Context: an optimization exercise on an open-source flow, tuned for small area, a short achievable clock period and few clock cycles per item. The choices shown serve that exercise and are no tape-out recipe.
No functional check of the RTL was part of this run.

`flow/design.v`:
```
`timescale 1ns/1ps
module booth_fsm
# (parameter DATAWIDTH = 32)
(
  input                        clk,
  input                        rstn,
  input                        en,
  input        [DATAWIDTH-1:0] multiplier,
  input        [DATAWIDTH-1:0] multiplicand,
  output reg                   done,
  output reg [2*DATAWIDTH-1:0] product
);
always @(posedge clk or negedge rstn)
  if (!rstn) done <= 1'b0;
  else       done <= en;
always @(posedge clk)
  product <= $signed(multiplier) * $signed(multiplicand);
endmodule
```
`flow/run.sh`:
```
#!/bin/bash
# synth_recipe.tcl (not shown) runs the flow's synth.tcl, then flattens the netlist and writes it again
# the make line also repeats each setting of config.mk as NAME=value (left out here)
make -C /OpenROAD-flow-scripts/flow DESIGN_CONFIG=/design/flow/config.mk WORK_HOME=/design/flow/orfs CLKGATE_MAP_FILE= SYNTH_SCRIPT=/design/flow/synth_recipe.tcl finish
```
`flow/constraint.sdc`:
```
create_clock -name core_clock -period 6.0 [get_ports {clk}]
set_input_delay 1.2000 -clock core_clock [delete_from_list [all_inputs] [get_ports {clk}]]
set_output_delay 1.2000 -clock core_clock [all_outputs]
set_load 0.01 [all_outputs]
```
`flow/config.mk`:
```
export PLATFORM = sky130hd
export DESIGN_NAME = booth_fsm
export DESIGN_NICKNAME = booth_fsm
export VERILOG_FILES = /design/flow/design.v
export SDC_FILE = /design/flow/constraint.sdc
export NUM_CORES = 4
export LEC_CHECK = 0
export CAP_MARGIN = 20
export CORE_MARGIN = 2
export CORE_UTILIZATION = 40
export SLEW_MARGIN = 20
```
==> run notes <==
==> layout make-up <==
type                            count  area share [%]
Antenna cell                        1         0.00493
Clock buffer                       11           0.478
Clock inverter                      4          0.0394
Inverter                          952            7.07
Multi-Input combinational cell   2668            67.4
Sequential cell                    65            2.57
Tap cell                         1243            3.06
Timing Repair Buffer              891            19.4
==> cells in the mapped netlist (all sizes together), types with 4 or more instances <==
cell and instances:
a211oi 8, fa 1082, nor2 42, nand2b 9
o31ai 7, xnor2 53, nand2 511, and2 516
o21a 4, clkbuf 195, o21ai 31, buf 5
nand3 15, nor3 7, a21o 25, and3 9
or3 5, o21bai 15, nand4 7, dfxtp 64
xor2 22, a21oi 68, and4 4, ha 184
inv 952, a31oi 13
==> worst max-delay path: stages <==
cell and delay [ns]:
clkdlybuf4s15_1 0.20, buf_12 0.16, buf_12 0.13, buf_4 0.15, and2_1 0.15, fa_2 0.34
fa_1 0.51, inv_1 0.05, fa_2 0.53, fa_1 0.43, fa_2 0.54, inv_1 0.05
fa_2 0.53, fa_2 0.50, fa_1 0.56, ha_4 0.22, a21oi_1 0.24, o21ai_4 0.08
a211oi_2 0.23, nor2_2 0.07, buf_4 0.14, a211oi_4 0.37, o21ai_4 0.10, a221o_1 0.43
a31oi_4 0.24, xnor2_1 0.13
==> cell usage in the layout, fill, tap and decap left out, drive strengths merged, types with 8 or more instances in the layout <==
cell type / Yosys / final
a21oi: 68 / 68
and3: 9 / 9
a21o: 25 / 25
nor2: 42 / 42
xor2: 22 / 22
xnor2: 53 / 53
clkdlybuf4s50: 0 / 67
fa: 1082 / 1082
bufbuf: 0 / 30
clkbuf: 195 / 22
dfxtp: 64 / 64
and2: 516 / 516
o21bai: 15 / 15
nand3: 15 / 15
a31oi: 13 / 13
a211oi: 8 / 8
nand2b: 9 / 9
o21ai: 31 / 31
buf: 5 / 777
ha: 184 / 184
nand2: 511 / 511
inv: 952 / 951
==> logic make-up (layout without fill, tap and decap cells) <==
| logic type | after synthesis | after routing | synth area share, % |
|---|---|---|---|
| compound gates | 193 | 193 | 3.46 |
| xor+xnor | 75 | 75 | 1.76 |
| fa+ha+maj | 1266 | 1266 | 64.3 |
| buf+inv | 1152 | 1858 | 11.6 |
| flops | 65 | 65 | 3.51 |
| other cells | 0 | 1 | 0 |
| simple gates | 1134 | 1134 | 15.4 |
==> stage by stage <==
stage          std cells  setup WS, ns  util, %
3_3_place_gp        5568         -2.91     48.9
3_5_place_dp        5568         -3.04     48.9
2_1_floorplan       3885         -2.18        -
5_1_grt             5834         -2.20     55.2
6_report            5835         -2.06     55.2
4_1_cts             5792         -2.05     53.7
==> flip-flops by register name (all words and copies together), names as in the netlist <==
name     cells
done         1
product     64
==> what timing repair did <==
action,CTS,global route
resized for setup,698,348
setup endpoints to repair,55,54
pin swaps,310,313
buffers inserted,172,63
cloned,45,4
==> metal layers <==
| metal | vias to the layer above | routed length [um] | GRT usage [%] |
|---|---|---|---|
| li1 | 12500 | - | - |
| met4 | 4 | 5930 | 10.3 |
| met5 | - | 27 | 0 |
| met2 | 772 | 62700 | 46.5 |
| met1 | 15300 | 44400 | 31.1 |
| met3 | 230 | 6000 | 3.20 |
==> worst max path at each step <==
stage                startpoint           to  cells past startpoint
6_report       multiplicand[18]  product[61]                     26
5_1_grt          multiplier[15]  product[60]                     26
4_1_cts          multiplier[15]  product[62]                     27
3_5_place_dp    multiplicand[5]  product[62]                     25
3_3_place_gp   multiplicand[11]  product[60]                     26
2_1_floorplan    multiplier[31]  product[62]                     25
==> run notes <==
* Hold WC Path Type: input pin to async pin
* Final hold vios at 0
* Flops & latches, synth at 65
* Synth Area per Inst at approximately 9.6 um^2
* Worst EP required at 6.28 ns
* Setup TNS at -75.91 ns
* Clock buffers created by TritonCTS at 9
* H-tree levels at 3
* RSZ-0062 raised after global routing: true
* Vias per inst at 4.94
* Filler Cell Count at 7970
* Max transition margin at 73.3%
* IO Count at 132
* DRC at 0
* DIE WIDTH at 309 um
* CTS clock-pin slew for the worst setup and hold paths at around 0.060 ns
* Final Max Slew Viols at 0
* Final hold slack at 1.00 ns
* SO Viols: setup timing
* Post-synth ARST share at 1.54%
* Die height at 309 um
* Row cnt at between 100 and 150
* Syn_nets at 5218
* Most area-consuming cells after synthesis: fa_1 58%, inv_1 9.6%, and2_1 8.7%
* Placer congestion estimate at 0.889
* Worst setup EP type: flop
* Tcrit/Tclk final at 134%
* Detailed-placement wirelength estimate at approximately 91000 um
* DRT iter0 DRCs at ~1.6k
* CP max FO at 7
* Sequential area share after synthesis at 3.51%
* CTS tree: built
* Proportion of layout cells with a drive suffix above 1 at 29.6%
* Hold Buf Count CTS at 0
* YS warnings at 1
* Clock sink count at 65
* Worst-Margin Slew at 0.398 ns
* Crit Path Class: input pin to flop
* Final setup vio count at between 50 and 60
* Routed WL at 119000 um
* Avg WL per Cell at about 20 um
* Vias in the first global route at 32.2k
* Distinct cells, synth at 64
* Via count at 28.8k
* Pre-antenna DRT Iters at 7
* Primary FF master, synth: dfxtp_1
* Synth top area share at 58.1%
* Core ar. at 91900 um^2
* Antenna violations before repair at 3
* Critical path data arrival time at approximately 8.3 ns
* Run status: complete, but fails checks
* Multi-input logic area at 34200 um^2
* Final worst setup slack at -2.06 ns
* Maxcap violations at 0
* Fin crit period at 8.06 ns
* First-pass GRT wire length at 184000 um
* FMAX at 124 MHz
* Fin area at 50800 um^2
* Synth-to-Final Area Change at 36.2%
* GRT overflow at 0
* Placed cell area at 44900 um^2
* Post-synth top area cell: fa_1
* Die area at 95600 um^2
* Gr usage total at 25.7%
* Reg area at between 1000 and 1500 um^2
* EDFF count, synth at 0
* Port buffer count at approximately 130
* Largest net degree at the start of global routing at 23
* Cells after Synth at 3885
* Antenna Violating Nets Remaining at 0
* Kind of start point of the critical path: input pin
* Clock Path Buffers at 2
* Root Buffer Master: clkbuf_16
* Synthesized area at 37300 um^2
* Initial Util at 40.5%
* Fin nets at between 5k and 6k

==> afterwards: timing with drivers on the ports <==
The flow's constraints put no driver on any port. The routed layout listed below was extracted and timed again, unchanged, in two steps. Step 1, drivers: a clkbuf_16 drives clk and a buf_2 each remaining input, both assumed. Step 2 times the ports against the registers' clock, not the clock port: input delays grow and output delays shrink by t, the midpoint of the rising clock arrivals with the driver on. Slacks: ideal / step 1 / step 2; pairs: ideal / step 1.
t, ns: 0.394
slack for setup (ns): -2.060 / -2.041 / -2.434
latest minus earliest clock arrival (ns): 0.007 / 0.007
worst data-port slew with drivers (ns): 0.07
The setup slack of this run moves by +0.019 ns with the drivers and by -0.374 ns with both steps.
